What follows belongs to an exercise in optimizing a design on an open flow for small area; a production flow would make more cautious choices.
Where RTL was checked, it was by simulation tests only, not by an equivalence proof against the original.
For run 1, only the layout was checked, not whether the RTL still works.
Power figures rest on the tool's default switching activity, not on a simulated workload.

==> flow/design.v <==
module top
(
    input  wire        i_wb_clk,
    input  wire        i_wb_rst,
    input  wire        i_wb_cyc,
    input  wire        i_wb_stb,
    input  wire        i_wb_we,
    input  wire [15:0] i_wb_adr,
    input  wire [15:0] i_wb_data,
    input  wire [63:0] i_DC,
    input  wire        i_extclk,
    input  wire [3:0]  i_DC_valid,
    output reg  [15:0] o_wb_data,
    output reg         o_wb_ack,
    output wire [3:0]  o_pwm
);
    function lt16;
        input [15:0] a, b;
        integer i;
        reg r;
        begin
            r = 1'b0;
            for (i = 0; i < 16; i = i + 1)
                r = (~a[i] & b[i]) | (~a[i] & r) | (b[i] & r);
            lt16 = r;
        end
    endfunction
    function [16:0] inc16;
        input [15:0] a;
        integer i;
        reg cy;
        begin
            cy = 1'b1;
            for (i = 0; i < 16; i = i + 1) begin
                inc16[i] = a[i] ^ cy;
                cy = cy & a[i];
            end
            inc16[16] = cy;
        end
    endfunction
    reg [2:0] ext_sync;
    always @(posedge i_wb_clk or posedge i_wb_rst)
        if (i_wb_rst) ext_sync <= 3'b0;
        else          ext_sync <= {ext_sync[1:0], i_extclk};
    wire ext_rise = ext_sync[1] & ~ext_sync[2];
    reg live;
    always @(posedge i_wb_clk or posedge i_wb_rst)
        if (i_wb_rst) live <= 1'b0;
        else          live <= 1'b1;
    wire access = i_wb_cyc & i_wb_stb & ~|i_wb_adr[15:4];
    wire wr     = access & i_wb_we;
    wire [15:0] regs [0:15];
    wire [3:0]  irq;
    genvar c;
    generate
        for (c = 0; c < 4; c = c + 1) begin: ch
            reg [15:0] ctrl, period, divisor, dc;
            always @(posedge i_wb_clk or posedge i_wb_rst)
                if (i_wb_rst)                          ctrl <= 16'b0;
                else if (wr && i_wb_adr[3:0] == 4*c)   ctrl <= i_wb_data;
                else if (irq[c])                       ctrl[5] <= 1'b1;
            always @(posedge i_wb_clk or posedge i_wb_rst)
                if (i_wb_rst)                          period <= 16'b0;
                else if (wr && i_wb_adr[3:0] == 4*c+1) period <= i_wb_data;
            always @(posedge i_wb_clk or posedge i_wb_rst)
                if (i_wb_rst)                          divisor <= 16'b0;
                else if (wr && i_wb_adr[3:0] == 4*c+2) divisor <= i_wb_data;
            always @(posedge i_wb_clk or posedge i_wb_rst)
                if (i_wb_rst)                          dc <= 16'b0;
                else if (wr && i_wb_adr[3:0] == 4*c+3) dc <= i_wb_data;
            assign regs[4*c]   = ctrl;
            assign regs[4*c+1] = period;
            assign regs[4*c+2] = divisor;
            assign regs[4*c+3] = dc;
            wire tick = ~ctrl[0] | ext_rise;
            reg [15:0] dsync;
            reg [14:0] count;
            reg        slow;
            always @(posedge i_wb_clk)
                if (tick) dsync <= divisor;
            wire        den    = live & |dsync[15:1];
            wire        cinc   = ~dsync[0] | slow;
            wire [16:0] cnt1x  = inc16({1'b0, count});
            wire [14:0] cnt1   = cnt1x[14:0];
            wire        toggle = den & ((cinc ? cnt1 : count) == dsync[15:1]);
            wire        st     = tick & (~den | (toggle & ~slow));
            always @(posedge i_wb_clk or posedge i_wb_rst)
                if (i_wb_rst) begin
                    count <= 15'b0;
                    slow  <= 1'b0;
                end else if (tick & den) begin
                    if (toggle) begin
                        count <= 15'b0;
                        slow  <= ~slow;
                    end else
                        count <= cnt1;
                end
            reg [15:0] pmc;
            reg sw_s, irq_s, en_s, mode_s, tm_s;
            reg [15:0] counter;
            reg mode_prev, counts;
            always @(posedge i_wb_clk or posedge i_wb_rst)
                if (i_wb_rst) begin
                    en_s <= 1'b0; mode_s <= 1'b0;
                end else if (st) begin
                    en_s <= ctrl[2]; mode_s <= ctrl[1];
                end
            always @(posedge i_wb_clk)
                if (st) begin
                    pmc <= period; sw_s <= ctrl[7]; irq_s <= ctrl[5]; tm_s <= ctrl[3];
                end
            wire [16:0] incx = inc16(counter);
            wire [15:0] inc  = incx[15:0];
            wire        lt   = lt16(counter, pmc - {15'b0, mode_s});
            wire        stop = ~tm_s & counts;
            always @(posedge i_wb_clk or posedge i_wb_rst)
                if (i_wb_rst) begin
                    counter <= 16'b0; mode_prev <= 1'b0; counts <= 1'b0;
                end else if (st) begin
                    if (sw_s) begin
                        counter <= 16'b0; mode_prev <= 1'b0; counts <= 1'b0;
                    end else begin
                        mode_prev <= mode_s;
                        if (en_s & ~mode_s & ~stop & ~lt) counts <= 1'b1;
                        else if (~irq_s)                  counts <= 1'b0;
                        if (en_s) begin
                            if (lt & (mode_s | ~stop)) counter <= inc;
                            else                       counter <= 16'b0;
                        end else if (~mode_s & mode_prev)
                            counter <= 16'b0;
                    end
                end
            reg [15:0] psync, dcs;
            reg pm_s, pe_s, dsel_s;
            reg pwm_calc, timer, irq_flag;
            always @(posedge i_wb_clk or posedge i_wb_rst)
                if (i_wb_rst)  pe_s <= 1'b0;
                else if (tick) pe_s <= ctrl[2];
            always @(posedge i_wb_clk)
                if (tick) begin
                    psync <= period; dcs <= dc; pm_s <= ctrl[1]; dsel_s <= ctrl[6];
                end
            wire [15:0] dcx  = dsel_s ? (i_DC_valid[c] ? i_DC[16*c +: 16] : 16'b0) : dcs;
            wire        gt   = lt16(psync, dcx);
            wire        ltb  = lt16(counter, (pm_s & ~gt) ? dcx : psync);
            always @(posedge i_wb_clk or posedge i_wb_rst)
                if (i_wb_rst) begin
                    pwm_calc <= 1'b0; timer <= 1'b0; irq_flag <= 1'b0;
                end else if (tick) begin
                    if (pm_s & pe_s) pwm_calc <= ltb;
                    timer <= ~pm_s & pe_s & ~ltb;
                    if (~pm_s & pe_s & ~ltb) irq_flag <= 1'b1;
                end
            assign irq[c] = irq_flag;
            assign o_pwm[c] = ~ctrl[7] & (ctrl[1] ? (gt | pwm_calc) : timer);
        end
    endgenerate
    always @(posedge i_wb_clk or posedge i_wb_rst)
        if (i_wb_rst) begin
            o_wb_ack  <= 1'b0;
            o_wb_data <= 16'b0;
        end else begin
            o_wb_ack <= access;
            if (access & ~i_wb_we) o_wb_data <= regs[i_wb_adr[3:0]];
        end
endmodule
==> flow/flow/run.sh <==
#!/bin/bash
# The standard ORFS layout with these changes:
#  - synthesis: the standard flow's synthesis script unchanged up to technology mapping;
#    ABC maps the logic with an area-oriented script (flow/abc_area.script)
#    instead of ORFS's delay-oriented one. Registers are mapped before ABC,
#    exactly as in the standard synthesis.
#  - port buffers use the smallest buffer cell;
#  - the clock tree uses small clock buffers and no dummy loads.
set -euo pipefail
WORK=$PWD
export MY_ABC_SCRIPT=$WORK/flow/abc_area.script

# synthesis core: ORFS's synth.tcl with only the ABC call's script replaced
# (and its delay target dropped, as the area script ignores it)
python3 - "$FLOW_HOME/scripts/synth.tcl" "$WORK/synth_core.tcl" <<'PY'
import sys
s = open(sys.argv[1]).read()
old = "  log_cmd abc {*}$abc_args\n"
assert s.count(old) == 1
new = """  set abc_args [lreplace $abc_args 1 1 $::env(MY_ABC_SCRIPT)]
  set i [lsearch -exact $abc_args -D]
  if { $i >= 0 } { set abc_args [lreplace $abc_args $i [expr {$i + 1}]] }
  log_cmd abc {*}$abc_args
"""
open(sys.argv[2], "w").write(s.replace(old, new))
PY
# The standard flow's synthesis wrapper, sourcing the core above instead of ORFS's synth.tcl
python3 - "$WORK/synth_recipe.tcl" "$WORK/my_synth.tcl" "$WORK/synth_core.tcl" <<'PY'
import sys
s = open(sys.argv[1]).read()
old = "source $::env(SCRIPTS_DIR)/synth.tcl"
assert s.count(old) == 1
open(sys.argv[2], "w").write(s.replace(old, "source " + sys.argv[3]))
PY

export BUFFER_PORTS_ARGS="-buffer_cell sky130_fd_sc_hd__buf_1"
export CTS_ARGS="-sink_clustering_enable -repair_clock_nets -sink_clustering_size 14 -sink_clustering_max_diameter 40 -buf_list {sky130_fd_sc_hd__clkbuf_8} -dont_use_dummy_load"
bash standard.sh SYNTH_SCRIPT=$WORK/my_synth.tcl finish > standard_flow.log 2>&1
==> flow/flow/abc_area.script <==
strash
&get -n
&st
&dc2
&syn2
&dch -f
&nf -R 1000
&put
strash
&get -n
&st
&dch -f
&nf -R 1000
&put
topo
==> flow/standard.sh <==
#!/bin/bash
# synth_recipe.tcl (not shown) runs the flow's synth.tcl, then flattens the netlist and writes it again
# the make line also repeats each setting of config.mk as NAME=value (left out here)
make -C /OpenROAD-flow-scripts/flow DESIGN_CONFIG=/design/flow/config.mk WORK_HOME=/design/flow/orfs CLKGATE_MAP_FILE= SYNTH_SCRIPT=/design/flow/synth_recipe.tcl "${@:-finish}"
==> flow/config.mk <==
export PLATFORM = sky130hd
export DESIGN_NAME = top
export DESIGN_NICKNAME = top
export VERILOG_FILES = /design/flow/design.v
export SDC_FILE = /design/flow/constraint.sdc
export NUM_CORES = 4
export LEC_CHECK = 0
export CAP_MARGIN = 20
export CORE_MARGIN = 2
export CORE_UTILIZATION = 65
export PLACE_DENSITY = 0.75
export SLEW_MARGIN = 20
==> flow/constraint.sdc <==
create_clock -name core_clock -period 10.0 [get_ports {i_wb_clk}]
set_input_delay 2.0000 -clock core_clock [delete_from_list [all_inputs] [get_ports {i_wb_clk}]]
set_output_delay 2.0000 -clock core_clock [all_outputs]
set_load 0.01 [all_outputs]
==> results of run 1 <==
## cells by family after synthesis
family	after synthesis
flip-flops	713
buffers and inverters	29
multiplexers	313
adder cells (fa/ha/maj)	145
XOR/XNOR	100
other	1
AO/OA/AOI/OAI	696
AND/OR/NAND/NOR	505
## per-layer routing
metal	vias to the layer above	track usage, %	routed length (µm)
li1	10260	-	-
met1	11770	48.74	36280
met2	1258	54.63	41980
met3	238	9.363	9517
met4	2	14.50	3816
met5	-	0	11
## registers in the layout, indices dropped and copies added, names as in the netlist, 16 cells and up
name        cells
ch.counter     64
ch.ctrl        64
ch.dc          64
ch.dcs         64
ch.divisor     64
ch.dsync       64
ch.period      64
ch.pmc         64
ch.psync       64
ch.count       60
o_wb_data      16
## placed cells by master, fill, tap and decap left out, types with 5 or more instances in the layout
master / synthesis / final
mux2i_1: 50 / 50
and3_1: 12 / 12
mux2_1: 263 / 263
or3_1: 18 / 18
a2111oi_0: 7 / 6
a21oi_1: 181 / 181
nand2b_1: 22 / 22
ha_1: 116 / 116
nor3_2: 0 / 5
a22o_1: 113 / 113
buf_4: 0 / 37
buf_1: 0 / 126
clkbuf_8: 0 / 98
a22oi_1: 96 / 96
a211oi_1: 5 / 5
a31oi_1: 6 / 6
nor4_1: 21 / 17
dfrtp_1: 437 / 437
nand3_1: 34 / 34
o22ai_1: 61 / 61
o221ai_1: 13 / 13
a221oi_1: 38 / 38
nor2_1: 117 / 117
xor2_1: 61 / 61
a222oi_1: 28 / 28
clkinv_1: 29 / 28
edfxtp_1: 276 / 276
xnor2_1: 39 / 39
nor3_1: 27 / 21
a21o_1: 13 / 13
maj3_1: 29 / 29
nand4_1: 12 / 12
nor2b_1: 78 / 76
or4_1: 5 / 5
nand2_1: 146 / 142
o21ai_0: 111 / 111
## per-stage QoR
stage / hold WS, ns / utilization, % / power (mW) / area [µm²]
floorplan: 0.3312 / - / 3.131 / 32570
detailed placement: 0.3451 / 68.98 / 3.208 / 34330
global route: 0.3734 / 71.77 / 5.147 / 35710
finish: 0.3533 / 71.78 / 5.022 / 35720
CTS: 0.3552 / 71.69 / 5.020 / 35670
global placement: 0.3437 / 68.93 / 3.204 / 34300
## critical path: cells and delay by family
family | cells | cell delay, ns
AO/OA/AOI/OAI | 22 | 3.02
AND/OR/NAND/NOR | 6 | 1.31
adder cells (fa/ha/maj) | 6 | 2.09
buffers and inverters | 2 | 0.35
## power by group
part | switching, mW | internal [mW] | total [mW]
Sequential | 0.00364 | 3.02 | 3.03
Combinational | 0.102 | 0.0249 | 0.127
Clock | 1.01 | 0.861 | 1.87
Total | 1.11 | 3.91 | 5.02
## cell type report
| type | count | area [µm²] | area share, % |
|---|---|---|---|
| flip-flops and latches | 713 | 19220 | 53.82 |
| multi-input cells | 1760 | 13350 | 37.39 |
| clock buffers | 98 | 1349 | 3.776 |
| well taps | 672 | 840.8 | 2.354 |
| repair buffers | 168 | 819.5 | 2.294 |
| inverters | 29 | 125.1 | 0.3503 |
| diodes | 3 | 7.507 | 0.02102 |
## worst min path at each step
stage                     slack, ns  cells past startpoint     endpoint
final                          0.35                      0  ext_sync[1]
after global routing           0.37                      0  ext_sync[1]
after CTS                      0.36                      0  ext_sync[1]
after detailed placement       0.35                      0  ext_sync[1]
after global placement         0.34                      0  ext_sync[1]
after floorplan                0.33                      0  ext_sync[1]
==> reports/metrics.csv, run 1 <==
stage;metric;value;unit
status;status;finished clean;
floorplan;die_h;227.9;µm
global_route;gr-total-overflow;0;
synth;yosysTopAreaCell;dfrtp_1;
synth;synthSimpleGateAreaFrac;7.506;%
placed_design;dpl.hpwl;64370;µm
global_route;first_global_vias;23440;
floorplan;io_pins;127;
worst_setup_path;crit_fanout;28;
floorplan;die_area;51920;µm²
timing;drv_slew;0;
synth;synth_common_cells;dfrtp_1 (437), edfxtp_1 (276), mux2_1 (263);
synth;syn_avg_cell_area;13.02;µm²
detailed_routing;ant_nets;0;
worst_setup_path;crit_required;10.52;ns
power;peakVddDrop;0.1134;mV
timing;slew_headroom;15.27;%
timing;setup_slack;1.734;ns
clock_network;clock_path_buffers;3;
clock_network;cts_setup_buffers;0;
synth;synth.most_common_cell;dfrtp_1;
finish;num-nets-final;2992;
clock_network;h-tree-depth;3;
detailed_routing;drt-pass1-iter-count;8;
synth;postSynth.asyncResetShare;61.29;%
synth;synthAdderAreaFrac;5.347;%
clock_network;clk_pin_slew;0.06;ns
global_route;antenna_found_initial;2;
finish;syn2layout_area_growth;9.665;%
finish;n_fill_cell;3490;
timing;fin_crit_sh;82.66;%
clock_network;postCtsHoldBufs;0;
detailed_routing;vias;23530;
synth;synth_area_leaders;dfrtp_1 (34%), edfxtp_1 (25%), mux2_1 (9.1%);
worst_setup_path;reg2reg_from;ch[2].dsel_s;
synth;syn_area;32570;µm²
worst_setup_path;worst_r2r_endpoint;ch[2].irq_flag;
worst_setup_path;endpoint_kind;flop;
clock_network;cts.repair.resized;0;
detailed_routing;wirelength;91600;µm
placed_design;post-place-ws;1.247;ns
synth;synth_xor_area_share;2.689;%
power;p_per_area;140.6;nW/µm²
worst_hold_path;min_from;ext_sync[0];
worst_setup_path;slowest_stage;and2_0;
worst_setup_path;cp-endpoint;ch[2].irq_flag;
placed_design;gp_congestion;0.9802;
worst_setup_path;rrSetupSlack;2.23;ns
detailed_routing;post_drt_wl_per_cell;26.61;µm
synth;yosysUniqueCellTypes;47;
timing;finalSetupTns;0;ns
synth;synth_top_area_share;33.57;%
timing;setup_viol;0;
placed_design;placed_cells;3341;
synth;synth_ff_type;dfrtp_1;
worst_hold_path;hold_class;reg -> reg;
worst_setup_path;crit_type;in -> reg;
worst_setup_path;crit_start;i_DC_valid[2];
worst_setup_path;cp_common_cell;a21oi_1;
synth;synth_top_family_by_area;compound AO/OA/AOI/OAI gates;
clock_network;cts-root-buf;clkbuf_8;
clock_network;numCtsBuffers;98;
job;drv_cap;0;
timing;hold_viol;0;
timing;rsz0062_at_grt;false;
synth;yosys_warnings;1;
synth;synth_cells;2502;
global_route;grt_max_degree;159;
worst_setup_path;arrival;8.79;ns
clock_network;cts_tree;built;
synth;synth-edff-count;276;
synth;ys_ff_latch;713;
synth;ys_seq_area_share;59.02;%
floorplan;dieWidth;227.9;µm
finish;final_cells;3443;
detailed_routing;via_per_inst;6.833;
floorplan;start_util;65.46;%
floorplan;num_rows;82;
placed_design;io_buffers;126;
worst_setup_path;ff2ff_path_depth;35;
timing;max_freq;0.1210;GHz
synth;synth-compound-area-share;14.46;%
global_route;grt_usage;35.56;%
global_route;grt_pass1_wl;140300;µm
worst_setup_path;max_stage_delay;0.72;ns
synth;synthMuxAreaShare;10.63;%
synth;synth_nets;2724;
timing;final.setup_skew;0.07208;ns
timing;worst_pin_slew;1.271;ns
worst_setup_path;setup.worst_path.start_class;input port;
finish;drive_gt1_share;5.816;%
timing;min_period;8.266;ns
power;p_leak;16.65;nW
clock_network;clock_sinks;713;
floorplan;core_area;49760;µm²
detailed_routing;route.detailed.drc;0;
detailed_routing;drt_iter0_drc;2653;
clock_network;clock_latency;0.71;ns
==> inputs of run 2 (changes only) <==
--- a/flow/design.v
+++ b/flow/design.v
@@ -85,6 +85,6 @@
             wire        toggle = den & ((cinc ? cnt1 : count) == dsync[15:1]);
             wire        st     = tick & (~den | (toggle & ~slow));
-            always @(posedge i_wb_clk or posedge i_wb_rst)
-                if (i_wb_rst) begin
+            always @(posedge i_wb_clk)
+                if (~live) begin
                     count <= 15'b0;
                     slow  <= 1'b0;
@@ -100,13 +100,8 @@
             reg [15:0] counter;
             reg mode_prev, counts;
-            always @(posedge i_wb_clk or posedge i_wb_rst)
-                if (i_wb_rst) begin
-                    en_s <= 1'b0; mode_s <= 1'b0;
-                end else if (st) begin
-                    en_s <= ctrl[2]; mode_s <= ctrl[1];
-                end
             always @(posedge i_wb_clk)
                 if (st) begin
                     pmc <= period; sw_s <= ctrl[7]; irq_s <= ctrl[5]; tm_s <= ctrl[3];
+                    en_s <= ctrl[2]; mode_s <= ctrl[1];
                 end
             wire [16:0] incx = inc16(counter);
@@ -114,6 +109,6 @@
             wire        lt   = lt16(counter, pmc - {15'b0, mode_s});
             wire        stop = ~tm_s & counts;
-            always @(posedge i_wb_clk or posedge i_wb_rst)
-                if (i_wb_rst) begin
+            always @(posedge i_wb_clk)
+                if (~live) begin
                     counter <= 16'b0; mode_prev <= 1'b0; counts <= 1'b0;
                 end else if (st) begin
==> run 2 against run 1 <==
- synthesized cell count increased by 2.2%
- still clean
- non-clock buffer count decreased by 2
- largest cell class unchanged
- flip-flop and latch count unchanged
- die area decreased by 1.3%
- largest power group unchanged
==> reports/metrics.csv, run 2 <==
stage;metric;value;unit
worst_hold_path;whs_path_depth;0;
worst_setup_path;worst_r2r_endpoint;ch[2].timer;
synth;yosysTopAreaCell;edfxtp_1;
detailed_routing;drt-pass1-iter-count;8;
worst_setup_path;cp.depth;35;
power;p_int;3.871;mW
worst_setup_path;crit_type;in -> reg;
detailed_routing;wirelength;93210;µm
timing;min_period;8.264;ns
clock_network;clock_path_buffers;3;
global_route;antenna_found_initial;9;
detailed_routing;via_per_inst;6.876;
timing;setup_viol;0;
timing;rsz0062_at_grt;false;
floorplan;die_h;226.4;µm
worst_setup_path;arrival;8.82;ns
placed_design;dpl.hpwl;65920;µm
clock_network;cts.repair.resized;0;
floorplan;start_util;65.79;%
power;pwr-share-comb;2.6;%
timing;final.setup_skew;0.07007;ns
floorplan;io_pins;127;
clock_network;cts-root-buf;clkbuf_8;
worst_setup_path;reg2reg_from;ch[2].dsel_s;
synth;postSynth.asyncResetShare;41.09;%
finish;n_fill_cell;3474;
synth;synth_top_area_share;26.54;%
finish;syn2layout_area_growth;9.430;%
clock_network;h-tree-depth;3;
synth;ys_ff_latch;713;
worst_setup_path;endpoint_kind;flop;
placed_design;gp_congestion;1.011;
status;status;finished clean;
synth;syn_area;32140;µm²
synth;synth_area_leaders;edfxtp_1 (27%), dfrtp_1 (23%), mux2_1 (9.0%);
timing;hold_viol;0;
global_route;first_global_vias;23060;
power;p_leak;15.84;nW
timing;finalSetupTns;0;ns
timing;slew_headroom;16.35;%
worst_setup_path;rrSetupSlack;2.27;ns
finish;layout_common_cells;dfrtp_1 (293), edfxtp_1 (284), mux2_1 (258);
clock_network;clock_latency;0.70;ns
clock_network;clock_sinks;713;
synth;synth_ff_type;dfrtp_1;
detailed_routing;ant_nets;0;
power;power;4.947;mW
worst_setup_path;cp_common_cell;maj3_1;
power;swShare;21.74;%
worst_setup_path;path_delay_family;compound AO/OA/AOI/OAI gates;
job;drv_cap;0;
timing;max_freq;0.1210;GHz
detailed_routing;drt_iter0_drc;2663;
global_route;grt_max_degree;189;
clock_network;clk_pin_slew;0.07;ns
worst_setup_path;crit_start;i_DC_valid[2];
global_route;gr-total-overflow;0;
worst_setup_path;slowest_stage;and2_0;
power;seqPwrFrac;61.1;%
synth;syn_avg_cell_area;12.57;µm²
clock_network;postCtsHoldBufs;0;
worst_setup_path;crit_fanout;16;
floorplan;core_area;48850;µm²
finish;final_common_cell;dfrtp_1;
synth;synth_common_cells;dfrtp_1 (293), edfxtp_1 (284), mux2_1 (258);
timing;fin_crit_sh;82.64;%
floorplan;die_area;51230;µm²
synth;synth-edff-count;284;
synth;ys_seq_area_share;57.83;%
detailed_routing;vias;23960;
power;p_per_area;140.7;nW/µm²
timing;worst_pin_slew;1.255;ns
power;p_switching;1.076;mW
synth;synth_cells;2557;
timing;drv_slew;0;
worst_setup_path;crit_required;10.56;ns
finish;num-nets-final;3041;
clock_network;cts_setup_buffers;0;
detailed_routing;post_drt_wl_per_cell;26.75;µm
global_route;grt_usage;36.74;%
worst_setup_path;setup.worst_path.start_class;input port;
placed_design;io_buffers;126;
synth;synth_nets;2779;
detailed_routing;route.detailed.drc;0;
synth;yosysUniqueCellTypes;54;
floorplan;num_rows;81;
synth;synth.most_common_cell;dfrtp_1;
worst_setup_path;max_stage_delay;0.65;ns
clock_network;numCtsBuffers;94;
worst_hold_path;min_from;ext_sync[0];
worst_setup_path;cp-endpoint;ch[2].timer;
clock_network;cts_tree;built;
global_route;grt_pass1_wl;138800;µm
worst_setup_path;ff2ff_path_depth;34;
power;clockPowerShare;36.3;%
worst_hold_path;hold_class;reg -> reg;
power;peakVddDrop;0.1147;mV
finish;drive_gt1_share;5.609;%
floorplan;dieWidth;226.4;µm
synth;yosys_warnings;1;
worst_setup_path;cp_num_buf_inv;1;
-- run 2: changes by cell type in the layout (fill, tap and decap cells not counted), sizes merged, moves of 18 or more --
cell   change
dfxtp    +136
o21ai     -18
nand2     -27
a21oi     +32
dfrtp    -144
a22oi     +41
a22o      -56
nor2      +41
-- run 2: through the flow --
stage | setup slack (ns) | hold WS [ns] | cell area, µm² | instances | utilization (%)
3_5_place_dp | 1.102 | 0.3449 | 33820 | 3386 | 69.24
6_report | 1.736 | 0.3638 | 35170 | 3485 | 71.99
5_1_grt | 1.080 | 0.3738 | 35170 | 3485 | 71.99
2_1_floorplan | 1.485 | 0.3312 | 32140 | 2557 | -
3_3_place_gp | 1.139 | 0.3348 | 33820 | 3386 | 69.24
4_1_cts | 1.825 | 0.3608 | 35120 | 3480 | 71.89
-- run 2: final cells by class --
cell class / count / area, µm² / area share [%]
Multi-Input combinational cell: 1817 / 13550 / 38.52
Antenna cell: 4 / 10.01 / 0.02846
Tap cell: 664 / 830.8 / 2.362
Sequential cell: 713 / 18580 / 52.84
Clock buffer: 94 / 1294 / 3.679
Timing Repair Buffer: 166 / 794.5 / 2.259
Inverter: 27 / 108.9 / 0.3095
-- run 2: worst register-to-register path, delay by kind of cell, from the launching register on --
family                     cells  cell delay [ns]
DFF                            1             0.73
adders and majority gates      7             2.42
AOI/OAI and AO/OA             20             2.89
and+or+nand+nor                6             1.35
muxes                          1             0.22
-- run 2: layer usage --
metal | share of wire, % | track usage [%] | vias to the layer above | routed length, µm
li1 | - | - | 10470 | -
met1 | 40 | 49.50 | 11860 | 36830
met2 | 45 | 56.13 | 1322 | 41910
met3 | 11 | 10.20 | 303 | 9848
met4 | 4.9 | 16.32 | 8 | 4566
met5 | 0.061 | 0 | - | 57
-- run 2: power groups by stage --
stage          registers [mW]  clock network [mW]  logic, mW
4_1_cts                  3.02                1.81      0.121
3_5_place_dp             3.08                   0      0.120
3_3_place_gp             3.08                   0      0.118
6_report                 3.02                1.80      0.127
2_1_floorplan            3.08                   0     0.0439
5_1_grt                  3.02                1.92      0.132
-- run 2: worst min-delay path by stage --
stage / to / slack, ns
CTS: ext_sync[1] / 0.36
floorplan: ext_sync[1] / 0.33
detailed placement: ext_sync[1] / 0.34
finish: ext_sync[1] / 0.36
global route: ext_sync[1] / 0.37
global placement: ext_sync[1] / 0.33
-- run 2: kinds of logic (layout without fill, tap and decap cells) --
kind of cell / after synthesis / count (layout) / synth area share [%]
xor gates and xnor gates: 98 / 98 / 2.671
adders and majority gates: 141 / 141 / 5.295
buffers and inverters: 27 / 287 / 0.3154
other: 1 / 5 / 0.01167
AOI/OAI and AO/OA: 720 / 720 / 14.94
muxes: 310 / 310 / 10.66
and+or+nand+nor: 547 / 547 / 8.278
DFF: 713 / 713 / 57.83
==> inputs of run 3 (changes only) <==
--- a/flow/flow/run.sh
+++ b/flow/flow/run.sh
@@ -35,4 +35,4 @@
 
 export BUFFER_PORTS_ARGS="-buffer_cell sky130_fd_sc_hd__buf_1"
-export CTS_ARGS="-sink_clustering_enable -repair_clock_nets -sink_clustering_size 14 -sink_clustering_max_diameter 40 -buf_list {sky130_fd_sc_hd__clkbuf_8} -dont_use_dummy_load"
+export CTS_ARGS="-sink_clustering_enable -repair_clock_nets -sink_clustering_size 32 -sink_clustering_max_diameter 80 -buf_list {sky130_fd_sc_hd__clkbuf_16} -dont_use_dummy_load"
 bash standard.sh SYNTH_SCRIPT=$WORK/my_synth.tcl finish > standard_flow.log 2>&1
==> run 3 against run 2 <==
- cell area decreased by 1.1%
- maximum frequency decreased by 0.38%
- clock skew decreased by 0.013 ns
- hold slack improved by 0.00073 ns
- combinational power about the same
- first-iteration DRC count increased by 5.3%
- global-route usage decreased by 0.42 points
- routed wire length decreased by 1.1%
- die area unchanged
- area after synthesis unchanged
==> reports/metrics.csv, run 3 <==
stage;metric;value;unit
status;status;finished clean;
clock_network;cts_tree;built;
floorplan;die_h;226.4;µm
detailed_routing;post_drt_wl_per_cell;26.92;µm
timing;finalSetupTns;0;ns
synth;synth_cells;2557;
detailed_routing;route.detailed.drc;0;
clock_network;clk_pin_slew;0.08;ns
detailed_routing;wirelength;92190;µm
clock_network;cts.repair.resized;0;
timing;fin_crit_sh;82.96;%
clock_network;cts-root-buf;clkbuf_16;
timing;drv_slew;0;
placed_design;dpl.hpwl;65920;µm
placed_design;io_buffers;126;
synth;synth.most_common_cell;dfrtp_1;
synth;synth_common_cells;dfrtp_1 (293), edfxtp_1 (284), mux2_1 (258);
finish;layout_common_cells;dfrtp_1 (293), edfxtp_1 (284), mux2_1 (258);
finish;syn2layout_area_growth;8.196;%
placed_design;gp_congestion;1.011;
synth;yosysUniqueCellTypes;54;
synth;synth_nets;2779;
timing;hold_viol;0;
clock_network;clock_latency;0.61;ns
clock_network;clock_path_buffers;3;
timing;worst_pin_slew;1.281;ns
worst_setup_path;max_stage_delay;0.64;ns
global_route;grt_usage;36.32;%
timing;min_period;8.296;ns
power;p_leak;15.60;nW
synth;ys_seq_area_share;57.83;%
worst_setup_path;endpoint_kind;flop;
synth;synth_area_leaders;edfxtp_1 (27%), dfrtp_1 (23%), mux2_1 (9.0%);
synth;ys_ff_latch;713;
detailed_routing;drt_iter0_drc;2804;
worst_setup_path;crit_fanout;16;
clock_network;numCtsBuffers;36;
timing;max_freq;0.1205;GHz
power;p_per_area;134.8;nW/µm²
synth;synth-edff-count;284;
global_route;grt_pass1_wl;137500;µm
detailed_routing;via_per_inst;6.888;
floorplan;dieWidth;226.4;µm
timing;slew_headroom;14.63;%
worst_setup_path;crit_required;10.45;ns
finish;num-nets-final;2983;
finish;final_common_cell;dfrtp_1;
synth;yosys_warnings;1;
clock_network;clock_sinks;713;
worst_setup_path;crit_type;in -> reg;
worst_setup_path;arrival;8.75;ns
timing;rsz0062_at_grt;false;
global_route;gr-total-overflow;0;
detailed_routing;drt-pass1-iter-count;9;
floorplan;core_area;48850;µm²
clock_network;h-tree-depth;2;
timing;setup_viol;0;
finish;drive_gt1_share;3.625;%
timing;worst_hold_slack;0.3645;ns
synth;yosysTopAreaCell;edfxtp_1;
worst_setup_path;slowest_stage;and2_0;
global_route;antenna_found_initial;7;
clock_network;postCtsHoldBufs;0;
synth;postSynth.asyncResetShare;41.09;%
job;drv_cap;0;
synth;syn_avg_cell_area;12.57;µm²
power;peakVddDrop;0.1471;mV
floorplan;die_area;51230;µm²
clock_network;cts_setup_buffers;0;
synth;syn_area;32140;µm²
floorplan;io_pins;127;
detailed_routing;vias;23590;
global_route;first_global_vias;22570;
floorplan;start_util;65.79;%
synth;synth_top_area_share;26.54;%
global_route;grt_max_degree;189;
floorplan;num_rows;81;
synth;synth_ff_type;dfrtp_1;
worst_hold_path;hold_class;reg -> reg;
worst_setup_path;cp_common_cell;maj3_1;
timing;final.setup_skew;0.05706;ns
detailed_routing;ant_nets;0;
worst_setup_path;setup.worst_path.start_class;input port;
==> run 3: path summary, 6_finish.rpt <==
kind	start	to	slack, ns	cells past startpoint
worst max-delay path	i_DC_valid[2]	ch[2].timer	1.70	35
worst min-delay path	ext_sync[0]	ext_sync[1]	0.36	0
worst max register to register	ch[2].dsel_s	ch[2].timer	2.32	34
worst min register to register	ext_sync[0]	ext_sync[1]	0.36	0
max in group asynchronous	i_wb_rst	ch[2].timer	6.86	3
min in group asynchronous	i_wb_rst	ch[3].period[1]	1.53	2
==> run 3: cell type report <==
type / instances / area [µm²]
multi-input combinational: 1817 / 13550
tap: 664 / 830.8
inverter: 27 / 108.9
sequential: 713 / 18580
antenna: 2 / 5.005
timing repair buffer: 166 / 793.3
clock buffer: 36 / 900.9
fill: 3498 / 14080
==> run 3: cells by family after synthesis <==
kind of cell,synth area share (%)
muxes,10.66
other,0.01167
AOI/OAI and AO/OA,14.94
buffers and inverters,0.3154
and+or+nand+nor,8.278
adders and majority gates,5.295
xor gates and xnor gates,2.671
DFF,57.83
==> run 3: critical path, delay by kind of cell <==
| kind | cells | cell delay [ns] |
|---|---|---|
| adders and majority gates | 7 | 2.42 |
| muxes | 1 | 0.22 |
| AOI/OAI and AO/OA | 20 | 2.82 |
| and+or+nand+nor | 6 | 1.23 |
| buffers and inverters | 1 | 0.06 |
==> run 3: metrics by stage <==
step / std cells / total power [mW] / util [%] / instance area (µm²) / worst slack, ns
finish: 3425 / 4.686 / 71.18 / 34770 / 1.704
global route: 3424 / 4.801 / 71.17 / 34770 / 0.9924
CTS: 3422 / 4.691 / 71.08 / 34720 / 1.719
detailed placement: 3386 / 3.202 / 69.24 / 33820 / 1.102
global placement: 3386 / 3.199 / 69.24 / 33820 / 1.139
floorplan: 2557 / 3.126 / - / 32140 / 1.485
==> run 3: power by group <==
group          switching, mW  internal [mW]
Clock                  0.893          0.648
Sequential           0.00266           3.02
Combinational          0.101         0.0246
Total                  0.997           3.69
==> run 3: per-layer routing <==
metal	vias to the layer above	global-route usage, %	wire, µm
met4	6	14.13	4046
met5	-	0	44
met3	266	9.097	9346
met2	1228	56.27	41970
li1	10370	-	-
met1	11730	49.76	36780
==> inputs of run 4 (changes only) <==
--- a/flow/flow/run.sh
+++ b/flow/flow/run.sh
@@ -35,4 +35,4 @@
 
 export BUFFER_PORTS_ARGS="-buffer_cell sky130_fd_sc_hd__buf_1"
-export CTS_ARGS="-sink_clustering_enable -repair_clock_nets -sink_clustering_size 32 -sink_clustering_max_diameter 80 -buf_list {sky130_fd_sc_hd__clkbuf_16} -dont_use_dummy_load"
+export CTS_ARGS="-sink_clustering_enable -repair_clock_nets -sink_clustering_size 16 -sink_clustering_max_diameter 55 -buf_list {sky130_fd_sc_hd__clkbuf_8} -dont_use_dummy_load"
 bash standard.sh SYNTH_SCRIPT=$WORK/my_synth.tcl finish > standard_flow.log 2>&1
==> run 4 against run 3 <==
- still clean
- highest routed layer unchanged
- sequential share of layout area is 0.19 points higher
- global-route usage is 0.077 points higher
- first-iteration DRC count is 8.5% lower
- sequential power hardly changed
- non-clock buffer count stayed put
- core utilization is 0.26 points lower
- critical endpoint unchanged
- register-to-register slack hardly changed
- die area stayed put
- combinational power hardly changed
==> reports/metrics.csv, run 4 <==
stage;metric;value;unit
finish;num-nets-final;3003;
worst_setup_path;arrival;8.79;ns
timing;final.setup_skew;0.05660;ns
floorplan;start_util;65.79;%
worst_setup_path;crit_type;in -> reg;
placed_design;post-place-ws;1.102;ns
clock_network;clock_path_buffers;3;
finish;final_common_cell;dfrtp_1;
global_route;grt_pass1_wl;137900;µm
timing;setup_slack;1.784;ns
clock_network;clock_latency;0.71;ns
floorplan;die_area;51230;µm²
clock_network;cts_tree;built;
clock_network;cts_setup_buffers;0;
placed_design;dpl.hpwl;65920;µm
worst_setup_path;setup.worst_path.start_class;input port;
detailed_routing;drt_iter0_drc;2567;
synth;synth_nets;2779;
synth;synth.most_common_cell;dfrtp_1;
synth;yosysTopAreaCell;edfxtp_1;
global_route;grt_max_degree;189;
placed_design;gp_congestion;1.011;
floorplan;core_area;48850;µm²
synth;synth_ff_type;dfrtp_1;
clock_network;cts-root-buf;clkbuf_8;
floorplan;die_h;226.4;µm
synth;synth-edff-count;284;
synth;synth_top_area_share;26.54;%
detailed_routing;vias;23710;
clock_network;numCtsBuffers;56;
finish;layout_common_cells;dfrtp_1 (293), edfxtp_1 (284), mux2_1 (258);
clock_network;clock_sinks;713;
worst_setup_path;cp_common_cell;maj3_1;
power;p_per_area;131.0;nW/µm²
clock_network;postCtsHoldBufs;0;
global_route;gr-total-overflow;0;
detailed_routing;wirelength;92350;µm
detailed_routing;post_drt_wl_per_cell;26.78;µm
timing;max_freq;0.1217;GHz
synth;postSynth.asyncResetShare;41.09;%
floorplan;io_pins;127;
timing;setup_viol;0;
clock_network;h-tree-depth;2;
worst_setup_path;crit_fanout;16;
detailed_routing;drt-pass1-iter-count;9;
global_route;antenna_found_initial;5;
global_route;grt_usage;36.40;%
finish;syn2layout_area_growth;7.806;%
synth;syn_avg_cell_area;12.57;µm²
worst_hold_path;hold_class;reg -> reg;
worst_setup_path;max_stage_delay;0.65;ns
timing;worst_pin_slew;1.303;ns
synth;synth_area_leaders;edfxtp_1 (27%), dfrtp_1 (23%), mux2_1 (9.0%);
clock_network;cts.repair.resized;0;
synth;yosys_warnings;1;
detailed_routing;via_per_inst;6.876;
worst_setup_path;endpoint_kind;flop;
placed_design;io_buffers;126;
synth;ys_seq_area_share;57.83;%
synth;synth_cells;2557;
detailed_routing;route.detailed.drc;0;
detailed_routing;ant_nets;0;
timing;min_period;8.216;ns
global_route;first_global_vias;22790;
finish;drive_gt1_share;4.282;%
clock_network;clk_pin_slew;0.10;ns
timing;finalSetupTns;0;ns
worst_setup_path;crit_required;10.57;ns
job;drv_cap;0;
synth;yosysUniqueCellTypes;54;
timing;slew_headroom;13.11;%
timing;fin_crit_sh;82.16;%
timing;hold_viol;0;
synth;ys_ff_latch;713;
floorplan;dieWidth;226.4;µm
power;peakVddDrop;0.1319;mV
power;p_leak;15.56;nW
status;status;finished clean;
synth;syn_area;32140;µm²
synth;synth_common_cells;dfrtp_1 (293), edfxtp_1 (284), mux2_1 (258);
timing;worst_hold_slack;0.3739;ns
timing;drv_slew;0;
floorplan;num_rows;81;
worst_setup_path;slowest_stage;and2_0;
timing;rsz0062_at_grt;false;
[run 4: cells by family after synthesis]
kind of cell	synth area share, %
AO/OA/AOI/OAI	14.94
flip-flops	57.83
AND/OR/NAND/NOR	8.278
multiplexers	10.66
adder cells (fa/ha/maj)	5.295
XOR/XNOR	2.671
buffers and inverters	0.3154
other	0.01167
[run 4: power by group]
group	internal [mW]	leakage (nW)	switching, mW
combinational	0.0246	6.49	0.101
sequential	3.02	8.66	0.00268
clock	0.499	0.403	0.897
total	3.54	15.6	1.00
[run 4: worst paths after layout]
check | from | to | slack (ns) | depth (start not counted)
setup / recovery | i_DC_valid[2] | ch[2].timer | 1.78 | 35
hold / removal | ext_sync[0] | ext_sync[1] | 0.37 | 0
setup reg to reg | ch[2].dsel_s | ch[2].timer | 2.31 | 34
hold reg to reg | ext_sync[0] | ext_sync[1] | 0.37 | 0
max in group asynchronous | i_wb_rst | ch[0].pwm_calc | 7.07 | 3
min in group asynchronous | i_wb_rst | ch[3].period[3] | 1.40 | 2
[run 4: worst max-delay path, delay by kind of cell]
kind	cells	cell delay, ns
AOI/OAI and AO/OA	20	2.84
buffers and inverters	1	0.06
adders and majority gates	7	2.42
and+or+nand+nor	6	1.24
muxes	1	0.22
[run 4: final cells by class]
class | count | area, µm²
diodes | 5 | 12.51
clock buffers | 56 | 770.7
multi-input cells | 1817 | 13550
flip-flops and latches | 713 | 18580
inverters | 27 | 108.9
well taps | 664 | 830.8
fillers | 3535 | 14200
repair buffers | 166 | 793.3
[run 4: routing by layer]
metal,global-route usage [%],wire [µm]
met3,9.343,9294
met5,0,21
met2,55.88,42000
met4,16.24,4251
met1,49.30,36780
[run 4: through the flow]
step | util (%) | total power [mW] | cell area [µm²] | cells
detailed placement | 69.24 | 3.202 | 33820 | 3386
CTS | 70.82 | 4.540 | 34590 | 3442
floorplan | - | 3.126 | 32140 | 2557
global placement | 69.24 | 3.199 | 33820 | 3386
finish | 70.92 | 4.540 | 34640 | 3448
global route | 70.90 | 4.651 | 34630 | 3444
==> inputs of run 5 (changes only) <==
==> flow/flow/abc_area.script (replaced) <==
strash
&get -n
&st
&dc2
&syn2
&dch -f
&nf -R 2000 -C 32 -E 30
&put
topo
==> run 5 against run 4 <==
- synthesized cell count down 1.0%
- clock power about the same
- routed wire length down 0.76%
- power up 0.22%
- critical path type unchanged
- global-route usage down 0.26 points
- largest cell class unchanged
==> reports/metrics.csv, run 5 <==
stage;metric;value;unit
detailed_routing;route.detailed.drc;0;
power;power;4.550;mW
clock_network;clock_latency;0.71;ns
synth;postSynth.asyncResetShare;41.09;%
global_route;grt_max_degree;162;
worst_setup_path;crit_fanout;15;
power;p_leak;15.11;nW
timing;setup_slack;1.591;ns
finish;syn2layout_area_growth;7.898;%
detailed_routing;drt_iter0_drc;2827;
clock_network;clock_sinks;713;
worst_setup_path;ff2ff_path_depth;32;
floorplan;core_area;48750;µm²
worst_hold_path;min_to;ext_sync[1];
placed_design;io_buffers;126;
clock_network;clock_path_buffers;3;
detailed_routing;ant_nets;0;
timing;finalSetupTns;0;ns
floorplan;num_rows;81;
synth;yosys_warnings;1;
synth;ys_seq_area_share;58.13;%
worst_setup_path;path_delay_family;adder cells;
job;drv_cap;0;
synth;synth_ff_type;dfrtp_1;
placed_design;placed_cells;3361;
global_route;grt_pass1_wl;137100;µm
finish;num-nets-final;2979;
clock_network;postCtsHoldBufs;0;
detailed_routing;dr_wl_met3;8545;µm
detailed_routing;vias;23620;
placed_design;gp_congestion;0.9724;
synth;syn_avg_cell_area;12.63;µm²
synth;yosysUniqueCellTypes;56;
timing;worst_hold_slack;0.3731;ns
power;pwr-share-comb;2.8;%
worst_setup_path;crit_type;in -> reg;
worst_setup_path;cp_common_cell;maj3_1;
worst_setup_path;arrival;8.96;ns
placed_design;dpl.hpwl;65510;µm
clock_network;h-tree-depth;2;
synth;synth.most_common_cell;dfrtp_1;
global_route;antenna_found_initial;2;
power;swShare;22.20;%
detailed_routing;wl_met2;41430;µm
clock_network;cts_setup_buffers;0;
finish;drive_gt1_share;4.247;%
power;peakVddDrop;0.1437;mV
power;p_per_area;131.9;nW/µm²
synth;synth_cells;2531;
global_route;first_global_vias;22340;
synth;yosysTopAreaCell;edfxtp_1;
worst_hold_path;hold_class;reg -> reg;
clock_network;clk_pin_slew;0.09;ns
clock_network;cts-root-buf;clkbuf_8;
synth;synth_common_cells;dfrtp_1 (293), edfxtp_1 (284), mux2_1 (256);
detailed_routing;drt-pass1-iter-count;6;
finish;layout_common_cells;dfrtp_1 (293), edfxtp_1 (284), mux2_1 (256);
timing;min_period;8.409;ns
worst_setup_path;slowest_stage;o21ai_0;
finish;final_common_cell;dfrtp_1;
floorplan;io_pins;127;
power;p_int;3.540;mW
synth;ys_ff_latch;713;
worst_setup_path;reg2reg_from;ch[2].dsel_s;
clock_network;cts.repair.resized;0;
detailed_routing;wl_met1;37600;µm
worst_setup_path;endpoint_kind;flop;
worst_setup_path;setup.worst_path.start_class;input port;
timing;setup_viol;0;
floorplan;dieWidth;225.8;µm
floorplan;start_util;65.58;%
detailed_routing;wirelength;91650;µm
timing;hold_viol;0;
finish;final_cells;3423;
timing;rsz0062_at_grt;false;
floorplan;die_area;50970;µm²
worst_setup_path;max_stage_delay;0.42;ns
power;seqPwrFrac;66.3;%
global_route;grt_usage;36.14;%
worst_setup_path;cp_num_buf_inv;2;
status;status;finished clean;
worst_setup_path;worst_r2r_endpoint;ch[2].timer;
worst_hold_path;min_from;ext_sync[0];
timing;max_freq;0.1189;GHz
timing;worst_pin_slew;1.258;ns
detailed_routing;routed.top_layer;met5;
timing;slew_headroom;16.14;%
clock_network;cts_tree;built;
worst_hold_path;whs_path_depth;0;
global_route;gr-total-overflow;0;
timing;fin_crit_sh;84.09;%
timing;drv_slew;0;
placed_design;post-place-ws;0.9679;ns
detailed_routing;via_per_inst;6.900;
power;clockPowerShare;30.9;%
clock_network;numCtsBuffers;56;
power;p_switching;1.010;mW
synth;synth_area_leaders;edfxtp_1 (27%), dfrtp_1 (23%), mux2_1 (9.0%);
synth;syn_area;31970;µm²
detailed_routing;post_drt_wl_per_cell;26.77;µm
synth;synth-edff-count;284;
worst_setup_path;crit_start;i_DC_valid[2];
worst_setup_path;cp.depth;33;
synth;synth_nets;2753;
synth;synth_top_area_share;26.68;%
worst_setup_path;crit_required;10.55;ns
floorplan;die_h;225.8;µm
timing;final.setup_skew;0.05956;ns
worst_setup_path;rrSetupSlack;2.44;ns
## run 5: cell types whose count changed in the layout (fill, tap and decap cells not counted), moves of 11 or more
cell / delta
clkinv_1: +17
xor2_1: -11
nand4_1: +21
nor2_1: +66
or3_1: -17
a21oi_1: -61
a21o_1: -15
nand3_1: -22
a22oi_1: +76
a221oi_1: -18
nor2b_1: -69
o21ai_0: -32
nand2_1: +21
## run 5: kinds of logic after synthesis
group,share of synthesized area (%)
AOI/OAI and AO/OA,14.69
other,0.01173
and+or+nand+nor,7.769
muxes,10.61
DFF,58.13
adders and majority gates,5.636
buffers and inverters,0.5167
xor gates and xnor gates,2.630
## run 5: worst max-delay path by stage
stage / slack (ns) / endpoint
global route: 0.88 / ch[2].timer
global placement: 1.03 / ch[3].timer
finish: 1.59 / ch[2].timer
CTS: 1.63 / ch[3].timer
detailed placement: 0.97 / ch[3].timer
floorplan: 0.74 / ch[3].timer
## run 5: worst register-to-register path, delay by kind of cell (launching register included)
kind / cells / cell delay [ns]
adder cells (fa/ha/maj): 9 / 2.97
AND/OR/NAND/NOR: 3 / 0.68
AO/OA/AOI/OAI: 19 / 3.07
buffers and inverters: 1 / 0.37
flip-flops: 1 / 0.35
## run 5: layer usage
metal | vias to the layer above | GRT usage, %
li1 | 10340 | -
met1 | 11860 | 51.35
met2 | 1194 | 55.21
met3 | 223 | 6.700
met4 | 2 | 14.93
met5 | - | 0
## run 5: area by class of cell
type,instances,area (µm²)
Timing Repair Buffer,168,812.0
Tap cell,664,830.8
Fill cell,3461,14260
Clock buffer,56,770.7
Antenna cell,4,10.01
Multi-Input combinational cell,1774,13310
Sequential cell,713,18580
Inverter,44,172.7
## run 5: power by group through the flow
stage | Combinational [mW] | Clock, mW | Sequential [mW]
after floorplan | 0.0456 | 0 | 3.08
after global placement | 0.121 | 0 | 3.08
after detailed placement | 0.123 | 0 | 3.08
after CTS | 0.124 | 1.41 | 3.02
after global routing | 0.135 | 1.51 | 3.02
final | 0.128 | 1.41 | 3.02
## run 5: per-stage QoR
| stage | cell area [µm²] | util (%) |
|---|---|---|
| floorplan | 31970 | - |
| global placement | 33650 | 69.02 |
| detailed placement | 33670 | 69.08 |
| CTS | 34440 | 70.66 |
| global route | 34480 | 70.73 |
| finish | 34490 | 70.76 |
==> inputs of run 6 (changes only) <==
--- a/flow/config.mk
+++ b/flow/config.mk
@@ -6,7 +6,7 @@
 export NUM_CORES = 4
 export LEC_CHECK = 0
-export CAP_MARGIN = 20
+export CAP_MARGIN = 0
 export CORE_MARGIN = 2
 export CORE_UTILIZATION = 65
 export PLACE_DENSITY = 0.75
-export SLEW_MARGIN = 20
+export SLEW_MARGIN = 0
==> run 6 against run 5 <==
- still clean on timing, DRC and antenna
- critical path depth increased by 3
- die area unchanged
- hold slack improved by 0.0017 ns
- largest power group unchanged
==> reports/metrics.csv, run 6 <==
stage;metric;value;unit
status;status;finished clean;
detailed_routing;ant_nets;0;
power;p_leak;15.09;nW
floorplan;die_h;225.8;µm
timing;worst_pin_slew;1.321;ns
power;p_int;3.538;mW
worst_setup_path;crit_fanout;16;
synth;synth_top_area_share;26.68;%
detailed_routing;post_drt_wl_per_cell;26.87;µm
floorplan;start_util;65.58;%
floorplan;core_area;48750;µm²
worst_hold_path;hold_class;reg -> reg;
synth;yosysTopAreaCell;edfxtp_1;
power;seqPwrFrac;66.3;%
detailed_routing;via_per_inst;6.889;
synth;syn_avg_cell_area;12.63;µm²
worst_setup_path;slowest_stage;maj3_1;
synth;yosysUniqueCellTypes;56;
power;p_per_area;132.2;nW/µm²
finish;syn2layout_area_growth;7.691;%
timing;min_period;8.406;ns
timing;drv_slew;0;
clock_network;cts_tree;built;
timing;setup_viol;0;
timing;fin_crit_sh;84.06;%
clock_network;cts-root-buf;clkbuf_8;
timing;hold_viol;0;
placed_design;gp_congestion;0.9724;
synth;postSynth.asyncResetShare;41.09;%
worst_setup_path;max_stage_delay;0.36;ns
clock_network;cts.repair.resized;0;
worst_setup_path;crit_type;in -> reg;
clock_network;clock_sinks;713;
finish;final_common_cell;dfrtp_1;
placed_design;dpl.hpwl;65490;µm
synth;ys_ff_latch;713;
floorplan;io_pins;127;
clock_network;cts_setup_buffers;0;
floorplan;num_rows;81;
clock_network;h-tree-depth;2;
global_route;gr-total-overflow;0;
power;swShare;22.27;%
finish;final_area;34430;µm²
global_route;grt_usage;36.45;%
timing;rsz0062_at_grt;false;
clock_network;clock_path_buffers;3;
detailed_routing;wirelength;91870;µm
placed_design;io_buffers;126;
power;peakVddDrop;0.1563;mV
finish;num-nets-final;2976;
synth;ys_seq_area_share;58.13;%
power;pwr-share-comb;2.8;%
timing;final.setup_skew;0.06529;ns
worst_setup_path;crit_required;10.54;ns
global_route;first_global_vias;22280;
synth;synth_common_cells;dfrtp_1 (293), edfxtp_1 (284), mux2_1 (256);
power;p_switching;1.014;mW
worst_setup_path;setup.worst_path.start_class;input port;
global_route;antenna_found_initial;3;
finish;layout_common_cells;dfrtp_1 (293), edfxtp_1 (284), mux2_1 (256);
detailed_routing;drt_iter0_drc;2619;
worst_setup_path;cp_common_cell;maj3_1;
worst_setup_path;arrival;8.95;ns
power;clockPowerShare;30.9;%
finish;drive_gt1_share;4.033;%
synth;synth.most_common_cell;dfrtp_1;
clock_network;clk_pin_slew;0.09;ns
synth;synth_cells;2531;
synth;yosys_warnings;1;
synth;synth_area_leaders;edfxtp_1 (27%), dfrtp_1 (23%), mux2_1 (9.0%);
detailed_routing;vias;23550;
floorplan;dieWidth;225.8;µm
placed_design;place_area;33650;µm²
clock_network;numCtsBuffers;56;
global_route;grt_pass1_wl;137900;µm
detailed_routing;drt-pass1-iter-count;7;
synth;synth_ff_type;dfrtp_1;
global_route;grt_max_degree;162;
clock_network;postCtsHoldBufs;0;
synth;syn_area;31970;µm²
synth;synth-edff-count;284;
job;drv_cap;0;
finish;n_fill_cell;3457;
synth;synth_nets;2753;
clock_network;clock_latency;0.71;ns
worst_setup_path;endpoint_kind;flop;
timing;slew_headroom;11.43;%
timing;max_freq;0.1190;GHz
floorplan;die_area;50970;µm²
timing;finalSetupTns;0;ns
detailed_routing;route.detailed.drc;0;
## run 6: cell counts after synthesis
No cell type changed its count.
## run 6: per-layer routing
metal  global-route usage, %  part of all wire, %  vias up
met2                   55.69                   45     1154
met1                   51.76                   41    11830
met3                   6.792                  9.3      232
met4                   15.08                  4.4        0
met5                       0                    0        -
li1                        -                    -    10340
## run 6: logic make-up after synthesis
logic type	share of synthesized area, %
buffers and inverters	0.5167
DFF	58.13
adders and majority gates	5.636
xor gates and xnor gates	2.630
and+or+nand+nor	7.769
muxes	10.61
other	0.01173
AOI/OAI and AO/OA	14.69
## run 6: final cells by class
type	instances	area (µm²)	share of cell area [%]
Antenna cell	3	7.507	0.02181
Clock buffer	56	770.7	2.239
Inverter	44	172.7	0.5016
Multi-Input combinational cell	1774	13280	38.58
Sequential cell	713	18580	53.98
Tap cell	664	830.8	2.413
Timing Repair Buffer	165	778.2	2.261
## run 6: stage by stage
stage / setup slack (ns) / hold slack (ns) / utilization, % / cells / power, mW
floorplan: 0.7410 / 0.3312 / - / 2531 / 3.126
global placement: 1.033 / 0.3407 / 69.02 / 3360 / 3.201
detailed placement: 0.9260 / 0.3464 / 69.02 / 3360 / 3.202
CTS: 1.622 / 0.3770 / 70.60 / 3416 / 4.555
global route: 0.8917 / 0.3915 / 70.60 / 3416 / 4.661
finish: 1.594 / 0.3747 / 70.62 / 3419 / 4.551
## run 6: final timing paths
kind / slack [ns] / startpoint / depth (start not counted) / endpoint
max: 1.59 / i_DC_valid[3] / 36 / ch[3].timer
min: 0.37 / ext_sync[0] / 0 / ext_sync[1]
max reg2reg: 2.44 / ch[2].dsel_s / 32 / ch[2].timer
min reg2reg: 0.37 / ext_sync[0] / 0 / ext_sync[1]
max in group asynchronous: 7.09 / i_wb_rst / 3 / ch[0].divisor[15]
min in group asynchronous: 1.47 / i_wb_rst / 2 / ch[1].period[2]
## run 6: worst max-delay path: cells and delay by family
| kind | cells | cell delay (ns) |
|---|---|---|
| multiplexers | 1 | 0.22 |
| buffers and inverters | 2 | 0.27 |
| AND/OR/NAND/NOR | 5 | 0.65 |
| adder cells (fa/ha/maj) | 9 | 3.15 |
| AO/OA/AOI/OAI | 19 | 2.66 |
## run 6: power by group through the flow
stage	logic, mW	clock network [mW]	registers (mW)
floorplan	0.0456	0	3.08
global placement	0.121	0	3.08
detailed placement	0.122	0	3.08
CTS	0.123	1.42	3.02
global route	0.134	1.51	3.02
finish	0.126	1.41	3.02
==> inputs of run 7 (changes only) <==
--- a/flow/flow/run.sh
+++ b/flow/flow/run.sh
@@ -35,4 +35,4 @@
 
 export BUFFER_PORTS_ARGS="-buffer_cell sky130_fd_sc_hd__buf_1"
-export CTS_ARGS="-sink_clustering_enable -repair_clock_nets -sink_clustering_size 16 -sink_clustering_max_diameter 55 -buf_list {sky130_fd_sc_hd__clkbuf_8} -dont_use_dummy_load"
+export CTS_ARGS="-sink_clustering_enable -repair_clock_nets -sink_clustering_size 18 -sink_clustering_max_diameter 45 -buf_list {sky130_fd_sc_hd__clkbuf_8} -dont_use_dummy_load"
 bash standard.sh SYNTH_SCRIPT=$WORK/my_synth.tcl finish > standard_flow.log 2>&1
--- a/flow/config.mk
+++ b/flow/config.mk
@@ -6,7 +6,7 @@
 export NUM_CORES = 4
 export LEC_CHECK = 0
-export CAP_MARGIN = 0
+export CAP_MARGIN = 20
 export CORE_MARGIN = 2
-export CORE_UTILIZATION = 65
-export PLACE_DENSITY = 0.75
-export SLEW_MARGIN = 0
+export CORE_UTILIZATION = 80
+export PLACE_DENSITY = 0.88
+export SLEW_MARGIN = 20
==> run 7 against run 6 <==
- still clean
- sequential power is essentially flat
- clock-buffer cell count grew 4
- combinational power grew 6%
- power grew 1.2%
- critical path type unchanged
- largest cell class unchanged
- highest routed layer is now met5
==> reports/metrics.csv, run 7 <==
stage;metric;value;unit
synth;yosysUniqueCellTypes;56;
worst_hold_path;hold_class;reg -> reg;
clock_network;h-tree-depth;2;
global_route;grt_usage;47.60;%
synth;ys_seq_area_share;58.13;%
synth;yosys_warnings;1;
floorplan;start_util;80.83;%
clock_network;clock_path_buffers;3;
global_route;gr-total-overflow;0;
worst_setup_path;worst_r2r_endpoint;ch[2].timer;
worst_setup_path;crit_required;10.50;ns
worst_setup_path;rrSetupSlack;2.26;ns
global_route;first_global_vias;24870;
finish;multiInputGateArea;13330;µm²
timing;setup_viol;0;
worst_setup_path;max_stage_delay;0.67;ns
global_route;antenna_found_initial;9;
detailed_routing;route.detailed.drc;0;
synth;syn_avg_cell_area;12.63;µm²
clock_network;clock_sinks;713;
worst_setup_path;cp_common_cell;maj3_1;
detailed_routing;wirelength;97930;µm
finish;utilization;86.91;%
finish;num-nets-final;2976;
worst_setup_path;slowest_stage;and2_0;
synth;synth_nets;2753;
detailed_routing;drt-pass1-iter-count;14;
worst_setup_path;arrival;9.24;ns
synth;yosysTopAreaCell;edfxtp_1;
worst_hold_path;whs_path_depth;0;
floorplan;die_area;41570;µm²
synth;synth_cells;2531;
clock_network;cts_tree;built;
timing;rsz0062_at_grt;false;
timing;fin_crit_sh;87.38;%
finish;layout_common_cells;dfrtp_1 (293), edfxtp_1 (284), mux2_1 (256);
finish;final_common_cell;dfrtp_1;
floorplan;io_pins;127;
floorplan;core_area;39550;µm²
detailed_routing;post_drt_wl_per_cell;29.80;µm
power;p_per_area;134.0;nW/µm²
worst_setup_path;crit_fanout;20;
floorplan;dieWidth;203.9;µm
finish;final_area;34370;µm²
clock_network;clk_pin_slew;0.09;ns
placed_design;place_area;33430;µm²
clock_network;numCtsBuffers;60;
power;peakVddDrop;0.1539;mV
worst_setup_path;crit_type;in -> reg;
timing;hold_viol;0;
finish;n_fill_cell;1850;
placed_design;dpl.hpwl;67630;µm
placed_design;io_buffers;126;
floorplan;die_h;203.9;µm
floorplan;num_rows;73;
finish;syn2layout_area_growth;7.523;%
detailed_routing;via_per_inst;7.671;
timing;worst_pin_slew;1.390;ns
placed_design;gp_congestion;1.008;
job;drv_cap;0;
power;p_leak;15.12;nW
worst_setup_path;endpoint_kind;flop;
synth;ys_ff_latch;713;
synth;postSynth.asyncResetShare;41.09;%
timing;max_freq;0.1144;GHz
synth;syn_area;31970;µm²
clock_network;postCtsHoldBufs;0;
synth;synth_ff_type;dfrtp_1;
finish;regArea;18580;µm²
timing;drv_slew;0;
detailed_routing;drt_iter0_drc;3880;
worst_setup_path;setup.worst_path.start_class;input port;
synth;synth-edff-count;284;
clock_network;cts-root-buf;clkbuf_8;
timing;min_period;8.738;ns
clock_network;cts_setup_buffers;0;
detailed_routing;vias;25210;
synth;synth.most_common_cell;dfrtp_1;
timing;finalSetupTns;0;ns
clock_network;cts.repair.resized;0;
synth;synth_top_area_share;26.68;%
finish;drive_gt1_share;4.506;%
worst_hold_path;min_from;ext_sync[0];
timing;slew_headroom;7.327;%
synth;synth_common_cells;dfrtp_1 (293), edfxtp_1 (284), mux2_1 (256);
timing;final.setup_skew;0.07689;ns
clock_network;clock_latency;0.73;ns
power;power;4.606;mW
timing;worst_hold_slack;0.3825;ns
worst_setup_path;reg2reg_from;ch[2].dsel_s;
status;status;finished clean;
detailed_routing;ant_nets;0;
global_route;grt_pass1_wl;146400;µm
global_route;grt_max_degree;196;
synth;synth_area_leaders;edfxtp_1 (27%), dfrtp_1 (23%), mux2_1 (9.0%);
worst_setup_path;ff2ff_path_depth;31;
worst_hold_path;min_to;ext_sync[1];
## run 7: cells by family after synthesis
| group | after synthesis | share of synthesized area (%) |
|---|---|---|
| AO/OA/AOI/OAI | 675 | 14.69 |
| XOR/XNOR | 96 | 2.630 |
| adder cells (fa/ha/maj) | 151 | 5.636 |
| buffers and inverters | 44 | 0.5167 |
| flip-flops | 713 | 58.13 |
| multiplexers | 307 | 10.61 |
| other | 1 | 0.01173 |
| AND/OR/NAND/NOR | 544 | 7.769 |
## run 7: layout make-up
class	instances	area share (%)
inverter	44	0.5023
antenna	9	0.06552
clock buffer	60	2.403
sequential	713	54.06
tap	525	1.911
timing repair buffer	161	2.275
multi-input combinational	1774	38.78
## run 7: worst max-delay path by stage
stage | startpoint | end | depth (start not counted)
detailed placement | i_DC_valid[2] | ch[2].timer | 32
CTS | i_DC_valid[2] | ch[2].timer | 32
global route | i_DC_valid[2] | ch[2].timer | 32
finish | i_DC_valid[2] | ch[2].timer | 32
floorplan | i_DC_valid[3] | ch[3].timer | 34
global placement | i_DC_valid[2] | ch[2].timer | 32
## run 7: power by group
| group | leakage, nW | internal (mW) | switching [mW] |
|---|---|---|---|
| logic | 6.07 | 0.0257 | 0.107 |
| clock network | 0.431 | 0.532 | 0.923 |
| registers | 8.63 | 3.02 | 0.00277 |
## run 7: per-layer routing
layer | part of all wire, % | up-vias | GRT usage [%]
li1 | - | 10310 | -
met1 | 34 | 12180 | 58.88
met2 | 45 | 2106 | 72.80
met3 | 14 | 602 | 15.07
met4 | 7.9 | 8 | 30.97
met5 | 0.11 | - | 1.667
## run 7: metrics by stage
step,setup slack [ns],std cells
6_report,1.262,3286
5_1_grt,0.7436,3283
4_1_cts,1.313,3274
3_5_place_dp,0.6726,3214
3_3_place_gp,0.7509,3214
2_1_floorplan,0.7410,2531
## run 7: critical path: cells and delay by family
family                   cells  cell delay [ns]
AO/OA/AOI/OAI               18             2.82
adder cells (fa/ha/maj)      8             2.87
buffers and inverters        2             0.35
AND/OR/NAND/NOR              4             1.22

## port drivers added, routing unchanged
No port has a modelled driver above. Below, the same layouts with a new extraction and two added sets of constraints.
Step 1 (the two cells are an assumption about what drives the block):
set clk [get_ports {i_wb_clk}]
set_driving_cell -lib_cell sky130_fd_sc_hd__clkbuf_16 $clk
set_driving_cell -lib_cell sky130_fd_sc_hd__buf_2 [delete_from_list [all_inputs] $clk]
Step 2 adds t to the input delays and takes it off the output delays; t is the mean of the earliest and latest rising clock arrival at the registers after step 1. Input paths then give back, and output paths get back, about the clock's delay inside the block.
Three values: no drivers, after step 1, after step 2; two values: the first two.
run	t, ns	setup WS [ns]	slew at the worst register clock pin (ns)	worst slew at a driven data input, ns
run 1	0.738	1.734 / 1.770 / 1.032	0.09 / 0.09	0.06
run 2	0.733	1.736 / 1.771 / 1.038	0.09 / 0.09	0.08
run 3	0.640	1.704 / 1.738 / 1.098	0.12 / 0.12	0.09
run 4	0.749	1.784 / 1.818 / 1.069	0.11 / 0.11	0.08
run 5	0.739	1.591 / 1.627 / 0.888	0.11 / 0.11	0.10
run 6	0.736	1.594 / 1.627 / 0.891	0.11 / 0.11	0.12
run 7	0.752	1.262 / 1.291 / 0.539	0.12 / 0.12	0.09
After both steps every run listed still meets setup and hold. For run 7, which loses most, drivers alone change the setup slack by +0.029 ns; drivers and shift together by -0.723 ns.
